Context: an optimization exercise on an open-source flow, tuned for small area, a short achievable clock period and few clock cycles per item. The choices shown serve that exercise and are no tape-out recipe.

==> inputs of run a <==
==> flow/design.v (excerpt) <==
module mul_op #(parameter INPUTS = 2,
		parameter OUTPUTS = 1,
		parameter DATA_IN_SIZE = 32,
		parameter DATA_OUT_SIZE = 32)
		(
		input clk,
		input rst,
		input [INPUTS * (DATA_IN_SIZE)- 1 : 0]data_in_bus,
		input [INPUTS - 1 : 0]valid_in_bus,
		output [INPUTS - 1 : 0] ready_in_bus,
		output [OUTPUTS * (DATA_OUT_SIZE) - 1 : 0]data_out_bus,
		output [OUTPUTS - 1 : 0]valid_out_bus,
		input 	[OUTPUTS - 1 : 0] ready_out_bus
);
==> flow/config.mk <==
export PLATFORM = sky130hd
export DESIGN_NAME = mul_op
export DESIGN_NICKNAME = mul_op
export VERILOG_FILES = /design/flow/design.v
export SDC_FILE = /design/flow/constraint.sdc
export NUM_CORES = 4
export LEC_CHECK = 0
export CAP_MARGIN = 20
export CORE_MARGIN = 2
export CORE_UTILIZATION = 40
export SETUP_SLACK_MARGIN = 5
export SLEW_MARGIN = 20
export SYNTH_HIERARCHICAL = 1
==> flow/constraint.sdc <==
create_clock -name core_clock -period 8.0 [get_ports {clk}]
set_input_delay 1.6000 -clock core_clock [delete_from_list [all_inputs] [get_ports {clk}]]
set_output_delay 1.6000 -clock core_clock [all_outputs]
set_load 0.01 [all_outputs]
standard.sh (not shown) runs the stock make flow with config.mk's settings and CLKGATE_MAP_FILE= SYNTH_SCRIPT=/design/flow/synth_recipe.tcl, a recipe that flattens the netlist after the stock synthesis.
==> flow/flow/run.sh <==
#!/bin/bash
# The standard layout, with resizing free to change a cell's footprint (so the
# port buffers and other cells can be swapped for faster ones) and port
# buffers that are plain buffers rather than delay cells.
set -euo pipefail
bash standard.sh MATCH_CELL_FOOTPRINT=0 BUFFER_PORTS_ARGS="-buffer_cell sky130_fd_sc_hd__buf_2" finish > standard.log 2>&1
==> run b (differences from run a) <==
--- a/flow/design.v
+++ b/flow/design.v
@@ -10,38 +10,23 @@
 		output [INPUTS - 1 : 0] ready_in_bus,
 		output [OUTPUTS * (DATA_OUT_SIZE) - 1 : 0]data_out_bus,
 		output [OUTPUTS - 1 : 0]valid_out_bus,
 		input 	[OUTPUTS - 1 : 0] ready_out_bus
 );
-  reg fa, fb;
-  reg [31:0] a_s, b_s;
-  reg sv;             
-  wire ce = ~sv;      
-  wire fire = fa & fb & ce;
-  assign ready_in_bus[0] = ~fa | fire;
-  assign ready_in_bus[1] = ~fb | fire;
-  always @(posedge clk, posedge rst)
-    if (rst) begin fa <= 1'b0; fb <= 1'b0; end
-    else begin
-      if (ready_in_bus[0]) fa <= valid_in_bus[0];
-      if (ready_in_bus[1]) fb <= valid_in_bus[1];
-    end
-  always @(posedge clk) begin
-    if (ready_in_bus[0]) a_s <= data_in_bus[31:0];
-    if (ready_in_bus[1]) b_s <= data_in_bus[63:32];
-  end
   reg [1:0] v;
+  wire ce = ~v[1] | ready_out_bus[0];
+  assign ready_in_bus[0] = valid_in_bus[1] & ce;
+  assign ready_in_bus[1] = valid_in_bus[0] & ce;
+  wire join_valid = valid_in_bus[0] & valid_in_bus[1];
   always @(posedge clk, posedge rst)
     if (rst) v <= 0;
-    else if (ce) v <= {v[0:0], fire};
-  reg [31:0] s_reg, p_reg;
-  always @(posedge clk, posedge rst)
-    if (rst) sv <= 1'b0;
-    else sv <= sv ? ~ready_out_bus[0] : (v[1] & ~ready_out_bus[0]);
-  always @(posedge clk) if (ce) s_reg <= p_reg;
-  assign valid_out_bus[0] = sv | v[1];
-  assign data_out_bus[31:0] = sv ? s_reg : p_reg;
+    else if (ce) v <= {v[0:0], join_valid};
+  assign valid_out_bus[0] = v[1];
+  reg [31:0] p_reg;
+  assign data_out_bus[31:0] = p_reg;
+  wire [31:0] a_s = data_in_bus[31:0];
+  wire [31:0] b_s = data_in_bus[63:32];
   wire [31:0] pp0;
   wire [2:0] sel0;
   wire [29:0] pp1;
   wire [2:0] sel1;
   wire [27:0] pp2;
SETUP_SLACK_MARGIN = 4.2   (was 5)
==> qor summary <==
| metric | run b | run a |
|---|---|---|
| Xor and xnor area share after synthesis | 32.27% | 27.66% |
| Outcome | complete, no violations | complete, no violations |
| Max clock buf depth | 2 | 3 |
| CP Launch Point | data_in_bus[34] | sv |
| Multi-input gate area | 0.01412 mm2 | 0.01505 mm2 |
| Clock input transition at the sequential cells of the worst setup and hold paths | 0.07 ns | 0.06 ns |
| Largest net degree at the start of global routing | 62 | 73 |
| Synth unique cells | 39 | 43 |
| Worst setup SP type | primary input | flop |
| Post-CTS Setup Inserts | 53 | 126 |
| Clock buffers | 17 | 40 |
| Avg Synthesized Cell Area | 10.75 um2 | 11.59 um2 |
| Share of cells above drive strength 1 | 39.02% | 45.66% |
| Flip-flop and latch count after synthesis | 139 | 238 |
| Startpoint of the most critical hold path | rc4[2] | rc4[0] |
| WL final | 53550 um | 63360 um |
Function was not checked in any run of this note: the RTL went through the layout flow alone.

---

==> garnet <==
mul_op, a different RTL version from the one above (not shown whole).
Design mul_op, start of the top module:
module mul_op #(parameter INPUTS = 2,
		parameter OUTPUTS = 1,
		parameter DATA_IN_SIZE = 32,
		parameter DATA_OUT_SIZE = 32)
		(
		input clk,
		input rst,
		input [INPUTS * (DATA_IN_SIZE)- 1 : 0]data_in_bus,
		input [INPUTS - 1 : 0]valid_in_bus,
		output [INPUTS - 1 : 0] ready_in_bus,
		output [OUTPUTS * (DATA_OUT_SIZE) - 1 : 0]data_out_bus,
		output [OUTPUTS - 1 : 0]valid_out_bus,
		input 	[OUTPUTS - 1 : 0] ready_out_bus
);
  localparam L = 2;
  reg [L-1:0] v;
  wire ce = ~v[L-1] | ready_out_bus[0];
  assign ready_in_bus[0] = valid_in_bus[1] & ce;
  assign ready_in_bus[1] = valid_in_bus[0] & ce;
  wire join_valid = valid_in_bus[0] & valid_in_bus[1];
  always @(posedge clk, posedge rst)
    if (rst) v <= 0;
    else if (ce) v <= {v[L-2:0], join_valid};
  assign valid_out_bus[0] = v[L-1];
  wire [31:0] a_s = data_in_bus[31:0];
  wire [31:0] b_s = data_in_bus[63:32];
  wire one0;
  wire two0;
  wire neg0;
  wire pp0_0;
  wire pp0_1;
  wire pp0_2;
  wire pp0_3;
  wire pp0_4;
  wire pp0_5;
  wire pp0_6;
  wire pp0_7;
  wire pp0_8;
  wire pp0_9;
  wire pp0_10;
  wire pp0_11;
  wire pp0_12;
  wire pp0_13;
  wire pp0_14;
  wire pp0_15;
  wire pp0_16;
  wire pp0_17;
  wire pp0_18;
  wire pp0_19;
  wire pp0_20;
  wire pp0_21;
  wire pp0_22;
  wire pp0_23;
  wire pp0_24;
  wire pp0_25;
  wire pp0_26;
  wire pp0_27;
  wire pp0_28;
  wire pp0_29;
  wire pp0_30;
  wire pp0_31;
  wire one1;
  wire two1;
  wire neg1;
  ...
clock: 8.0 ns
lec_check: 0
cap_margin: 20
core_margin: 2
core_utilization: 40
setup_slack_margin: 4
slew_margin: 20
run.sh (not shown) runs the stock make flow with config.mk's settings and CLKGATE_MAP_FILE= SYNTH_SCRIPT=/design/flow/synth_recipe.tcl, a recipe that flattens the netlist after the stock synthesis.
Stock flow here: none of the scripts above is used.
==> tundra: changes against garnet <==
Settings changed: SETUP_SLACK_MARGIN 4 to unset.
==> comparison table <==
|  | garnet | tundra |
|---|---|---|
| Run status | timing/DRC/antenna clean | timing/DRC/antenna clean |
| Final worst clock skew | 0.0381 ns | 0.0221 ns |
| Total buffers and inverters traversed by the critical path | 3 | 1 |
| Count of multi-input combinational gates | 2046 | 2044 |
| Share of the core filled with cells | 46.6% | 43.9% |
| WL/cell | 21.7 µm | 20.6 µm |
| Fin nets | 3103 | 3041 |
| Wire length on met2 | 35.4 mm | 33.4 mm |
| Setup WS pre-CTS | 2.60 ns | 2.65 ns |
| Footprint of the multi-input gates | 15500 µm² | 14900 µm² |
| Final critical-path required period | 4.26 ns | 4.82 ns |
| Number of logic stages on the critical path including buffering | 15 | 8 |
| Remaining max-slew budget at the tightest pin | 33.2% | 26.5% |
| DRT met1 WL | 31.7 mm | 30.7 mm |
| Number of global-route vias before repair | 19100 | 18800 |
No run of this note included a check of the RTL's function; only the layout flow was run.

-- static timing again, ports no longer ideal --
How much do the figures lean on ideal ports? The routed layouts below were timed once more, with nothing changed but the port constraints. Step 1 sets driving cells, clkbuf_16 on the clock port and buf_2 on the other inputs (assumed; they add their load-dependent delay and slew). Step 2 also shifts input and output timing later by t, the mid clock arrival at the registers, as if the neighbouring blocks saw the same clock. a / b / c = ideal ports / drivers / drivers and shift; a / b = the first two.
| run | t (ns) | setup WS [ns] | clock arrival spread, ns |
|---|---|---|---|
| run a | 0.602 | 4.576 / 4.522 / 4.665 | 0.034 / 0.034 |
| run b | 0.537 | 4.123 / 4.088 / 3.551 | 0.012 / 0.012 |
| garnet | 0.609 | 3.737 / 3.737 / 3.449 | 0.048 / 0.047 |
| tundra | 0.607 | 3.177 / 3.185 / 2.579 | 0.023 / 0.023 |
After both steps setup and hold are still met in every run listed. The setup slack of tundra, which loses most, moves by +0.008 ns with the drivers and by -0.598 ns with both steps.
